This design comes from an exercise in tuning for small area on the open sky130 flow, not from production work. Function was checked by simulation only, so behaviour that the tests miss may differ from the original. No activity file was given, so power comes from the tool's default toggle rates.

==> run M: inputs <==
Design multiplier, start of the top module:
module multiplier(
  input wire clk,
  input wire rst_n,
  input wire [15:0] a,
  input wire [15:0] b,
  output reg [31:0] res);
export LEC_CHECK = 0
export CAP_MARGIN = 20
export CORE_MARGIN = 2
export CORE_UTILIZATION = 65
export CTS_BUF_LIST = sky130_fd_sc_hd__clkbuf_4 sky130_fd_sc_hd__clkbuf_8
export GPL_TIMING_DRIVEN = 0
export SLEW_MARGIN = 20
export SYNTH_HIERARCHICAL = 1
export SYNTH_MINIMUM_KEEP_SIZE = 0
create_clock -name core_clock -period 7.5 [get_ports {clk}]
standard.sh (not shown) runs the stock make flow with config.mk's settings and CLKGATE_MAP_FILE= SYNTH_SCRIPT=/design/flow/synth_recipe.tcl, a recipe that flattens the netlist after the stock synthesis.
==> flow/flow/run.sh <==
#!/bin/bash
# Own layout flow: the standard flow (standard.sh), with
#  - port buffers of the smallest buffer cell (buf_1) instead of the default choice,
#  - the a21oi cells that synthesis upsized put back to a21oi_1 before floorplanning
#    (the resizer upsizes again wherever timing needs it).
set -euo pipefail
here=$(pwd)
export BUFFER_PORTS_ARGS="-buffer_cell sky130_fd_sc_hd__buf_1"
export PRE_FLOORPLAN_TCL="$here/flow/pre_floorplan.tcl"
bash standard.sh > "$here/standard_flow.log" 2>&1
==> flow/flow/pre_floorplan.tcl <==
# Put cells that synthesis upsized back to their smallest size; the resizer upsizes
# again where timing needs it.
set db [ord::get_db]
set swaps {sky130_fd_sc_hd__a21oi_2 sky130_fd_sc_hd__a21oi_1 sky130_fd_sc_hd__o21ai_2 sky130_fd_sc_hd__o21ai_1}
set n 0
foreach inst [[ord::get_db_block] getInsts] {
  set m [[$inst getMaster] getName]
  if {[dict exists $swaps $m]} {
    $inst swapMaster [$db findMaster [dict get $swaps $m]]
    incr n
  }
}
puts "pre_floorplan: downsized $n cells"
==> inputs of run G, as changes to run M <==
==> flow/flow/run.sh (replaced) <==
#!/bin/bash
# Own layout flow: the standard flow (standard.sh), with
#  - port buffers of the smallest buffer cell (buf_1) instead of the default choice,
#  - the a21oi/o21ai cells that synthesis upsized put back to size 1 before floorplanning
#    (the resizer upsizes again wherever timing needs it),
#  - clock tree synthesis with small clock buffers and no dummy loads.
set -euo pipefail
here=$(pwd)
export BUFFER_PORTS_ARGS="-buffer_cell sky130_fd_sc_hd__buf_1"
export PRE_FLOORPLAN_TCL="$here/flow/pre_floorplan.tcl"
export CTS_ARGS="-sink_clustering_enable -repair_clock_nets -dont_use_dummy_load -buf_list sky130_fd_sc_hd__clkbuf_4 -root_buf sky130_fd_sc_hd__clkbuf_4 -sink_clustering_size 8 -sink_clustering_max_diameter 60"
bash standard.sh > "$here/standard_flow.log" 2>&1
Settings changed: CORE_UTILIZATION 65 to 70, CTS_BUF_LIST sky130_fd_sc_hd__clkbuf_4 sky130_fd_sc_hd__clkbuf_8 to not set.
==> comparison <==
Run M ran to the end with no violations. Run G finished clean.
In combinational power, run G and run M hardly differ.
Clock power: run M is higher than run G (about 70%).
Hold slack: run G is better than run M (0.14 ns).
Between run G and run M, the lower final cell count is in run G (gap 1.3%, measured against run M).
Sequential power is about the same in run G and run M.
Critical path depth is the same in run G and run M.
In synthesized cell count, run G and run M do not differ.
In run G the first-iteration DRC count is lower than in run M, by about 4.5%.
In run M the fmax is higher than in run G, by about 0.28%.
Of run G and run M, run M has the higher count of clock-buffer cells in the layout (gap 1).
==> figures <==
quantity	run M	run G
Run status	finished clean	finished clean
Routing usage on met1	41.99%	48.49%
Global-route wire length before repair	28200 um	27870 um
Part of the cycle the worst path needs	95.71%	95.97%
Layout cell share with drive strength beyond 1	4.306%	3.631%
Switching part of the total	51.02%	52.12%
Detailed-route via count	5139	5236
Internal power of the cells	1.750 mW	1.676 mW
Pwr per Cell Area	481.8 nW/um2	479.5 nW/um2
Initial detailed-routing violation count	288	275
Drt wl/cell	19.96 um	20.26 um
Net count reported at finish	960	959
Starting Density	66.47%	72.90%
Slew headroom	29.69%	31.04%
Peak supply drop	0.001265 V	0.001362 V
Tmin final	7.178 ns	7.198 ns
Sequential portion of the cell area	10.80%	10.97%
Maximum number of pins on one net before global-route repair	25	33
Non-Filler Cell Area, Final	7417 um2	7298 um2
Met3 Routed Length	1358 um	1642 um
Overall die width	106.3 um	102.6 um
Via density	6.004	6.196

[what the ideal ports hide]
In the flow no input, the clock included, has a driving cell. The finished layouts below were timed again as built, in two steps.
Step 1 sets driving cells, clkbuf_16 on the clock port and buf_2 on the other inputs (assumed; they add their load-dependent delay and slew).
Step 2 times the ports against the registers' clock, not the clock port: input delays grow and output delays shrink by t, the midpoint of the rising clock arrivals with the driver on.
Slacks: no drivers / after step 1 / after step 2; pairs: no drivers / after step 1.
| run | t (ns) | setup slack, ns | worst setup path after step 2 | slew at the worst register clock pin (ns) | worst slew at a driven data input, ns |
|---|---|---|---|---|---|
| run M | 0.331 | 0.322 / 0.331 / 0.000 | input to register | 0.08 / 0.08 | 0.04 |
| run G | 0.375 | 0.302 / 0.298 / -0.077 | input to register | 0.12 / 0.12 | 0.03 |
With both steps, setup timing fails in run G, where it was met with ideal ports. The setup slack of run G, which loses most, moves by -0.004 ns with the drivers and by -0.379 ns with both steps.
